Context: an optimization exercise on an open-source flow, tuned for small area and a short achievable clock period. The choices shown serve that exercise and are no tape-out recipe.
Function was checked by simulation only, so behaviour that the tests miss may differ from the original.

north:
Design mac_unit, start of the top module:
module mac_unit #(
    parameter AW = 16,
    parameter BW = 16,
    parameter ACCW = 40,
    parameter SIGNED = 0
)(
    input  wire clk,
    input  wire rst_n,
    input  wire en,
    input  wire valid_in,
    input  wire [AW-1:0] a,
    input  wire [BW-1:0] b,
    output reg  valid_out,
    output reg  [ACCW-1:0] acc_out
);
  reg [80:0] pr;
  reg valid_reg;
  wire [39:0] nacc = ~acc_out;
  wire p1;
  wire p2;
  wire p3;
  wire p4;
  wire p5;
  wire p6;
  wire p7;
  wire p8;
  wire p9;
  wire p10;
  wire p11;
  wire p12;
  wire p13;
  wire p14;
  wire p15;
  wire p16;
  wire p17;
  wire p18;
  wire p19;
  wire p20;
  wire p21;
  wire p22;
  wire p23;
  wire p24;
  wire p25;
  wire p26;
  wire p27;
  wire p28;
  wire p29;
  wire p30;
  wire p31;
  wire p32;
  wire p33;
  wire p34;
  wire p35;
  wire p36;
  wire p37;
  wire p38;
  wire p39;
  wire p40;
  wire p41;
  wire p42;
  wire p43;
  wire p44;
  wire p45;
  wire p46;
  wire p47;
  wire p48;
  wire p49;
  wire p50;
  wire p51;
  wire p52;
  wire p53;
  wire p54;
  wire p55;
  wire p56;
  wire p57;
  wire p58;
  wire p59;
  wire p60;
  wire p61;
  wire p62;
  wire p63;
  wire p64;
  wire p65;
  wire p66;
  wire p67;
  wire p68;
  wire p69;
  wire p70;
  wire p71;
  wire p72;
  wire p73;
  wire p74;
  wire p75;
  wire p76;
  wire p77;
  wire p78;
  wire p79;
  wire p80;
  wire p81;
  wire p82;
  wire p83;
  wire p84;
  wire p85;
  wire p86;
  wire p87;
  wire p88;
  wire p89;
  wire p90;
  wire p91;
  wire p92;
  wire p93;
  wire p94;
  wire p95;
  wire p96;
  wire p97;
  wire p98;
  wire p99;
  wire p100;
  wire p101;
  wire p102;
  wire p103;
  wire p104;
  wire p105;
  wire p106;
  wire p107;
  wire p108;
  wire p109;
  wire p110;
  wire p111;
  wire p112;
  wire p113;
  wire p114;
  wire p115;
  wire p116;
  wire p117;
  wire p118;
  wire p119;
  wire p120;
  wire p121;
  wire p122;
  wire p123;
  wire p124;
  wire p125;
  wire p126;
  wire p127;
  wire p128;
  wire p129;
  wire p130;
  wire p131;
  wire p132;
  wire p133;
  wire p134;
  wire p135;
  wire p136;
  wire p137;
  wire p138;
  wire p139;
  wire p140;
  wire p141;
  wire p142;
  wire p143;
  wire p144;
  wire p145;
  wire p146;
  wire p147;
  wire p148;
  wire p149;
  wire p150;
  wire p151;
  wire p152;
  wire p153;
  wire p154;
  wire p155;
  wire p156;
  wire p157;
  wire p158;
  wire p159;
  wire p160;
  wire p161;
  ...
Size: about 120 flip-flops, about 77 I/O pins, ~0.011 mm2 of cells after synthesis.
clock: 7.0 ns
lec_check: 0
cap_margin: 20
core_margin: 2
core_utilization: 65
cts_buf_list: sky130_fd_sc_hd__clkbuf_4 sky130_fd_sc_hd__clkbuf_8
setup_slack_margin: 3.6
slew_margin: 20
synth_hierarchical: 1
synth_minimum_keep_size: 0
run.sh (not shown) runs the stock make flow with config.mk's settings and CLKGATE_MAP_FILE= SYNTH_SCRIPT=/design/flow/synth_recipe.tcl, a recipe that flattens the netlist after the stock synthesis.
Here is what was changed in the inputs of south compared with north.
diff --git a/flow/config.mk b/flow/config.mk
--- a/flow/config.mk
+++ b/flow/config.mk
@@ -11,3 +11,3 @@
 export CTS_BUF_LIST = sky130_fd_sc_hd__clkbuf_4 sky130_fd_sc_hd__clkbuf_8
-export SETUP_SLACK_MARGIN = 3.6
+export SETUP_SLACK_MARGIN = 3.75
 export SLEW_MARGIN = 20
Findings:
south: minimum clock period after layout lower than north. Changes observed in south relative to north: worst hold slack saw a decrease; buffer count from post-CTS setup fixing saw an increase; critical path depth saw an increase. south reports its origin of the worst setup path as a[6] while north reports b[0]. Compared with north, in south maximum fanout count along the critical path went down by 10, final core utilization up 4.8 points.
The following lists how east was set up differently from south:
diff --git a/flow/config.mk b/flow/config.mk
--- a/flow/config.mk
+++ b/flow/config.mk
@@ -11,3 +11,3 @@
 export CTS_BUF_LIST = sky130_fd_sc_hd__clkbuf_4 sky130_fd_sc_hd__clkbuf_8
-export SETUP_SLACK_MARGIN = 3.75
+export SETUP_SLACK_MARGIN = 3.7
 export SLEW_MARGIN = 20
## What came out
- The final reports for east and south show final worst slack higher in the former.
- For the routed via count, east came in 352 lower than south did.
- Final critical-path required period ends up lower on east.
- As far as total CTS buffers goes, south and east are indistinguishable; the numbers are identical.
- Critical path depth ended up 1 lower on east than on south.
- Delta (east minus south): initial DRC count down 215, post-route cell area shrank by about 4.7%, number of buffers and inverters on the critical path dropped 1, wire length per cell after detailed routing fell by 3.6%.
[inputs] west vs east
diff --git a/flow/config.mk b/flow/config.mk
--- a/flow/config.mk
+++ b/flow/config.mk
@@ -15 +15,2 @@
 export SYNTH_MINIMUM_KEEP_SIZE = 0
+export TNS_END_PERCENT = 50
==> summary.txt <==
- west and east ended up with roughly the same via count.
- Summary of the comparison: number of global-route vias before repair is lower in west, relative to east.
- Diff west..east | number of enable flip-flop cells after synthesis | unchanged
- west: relative area change from synthesis to final layout is 0.22 points lower than what east reported.
- Sort east and west by wire length of the first global-routing pass desc -> top: west
- Relative to east, clock buffer count decreased by 1 in west.
- Looking at global router's overall resource usage, west sits 0.68 points above east.
- The run showing the smaller hold slack is east.

-- what the ideal ports hide --
In the flow no input, the clock included, has a driving cell. The finished layouts below were timed again as built, in two steps.
Step 1: set_driving_cell puts a clkbuf_16 on clk and a buf_2 on each other input, an assumption about the parent block.
Step 2 adds t to the input delays and takes it off the output delays; t is the mean of the earliest and latest rising clock arrival at the registers after step 1. Input paths then give back, and output paths get back, about the clock's delay inside the block.
a / b / c = ideal / step 1 / step 2; a / b = the first two.
run	shift t [ns]	setup slack, ns	worst setup path after step 2	latest minus earliest clock arrival (ns)
north	0.488	3.633 / 3.645 / 3.156	input to register	0.015 / 0.015
south	0.487	3.681 / 3.582 / 3.095	input to register	0.012 / 0.012
east	0.482	3.711 / 3.727 / 3.245	input to register	0.020 / 0.020
west	0.489	3.664 / 3.679 / 3.190	input to register	0.014 / 0.014
After both steps setup and hold are still met in every run listed. The setup slack of south, which loses most, moves by -0.099 ns with the drivers and by -0.586 ns with both steps.
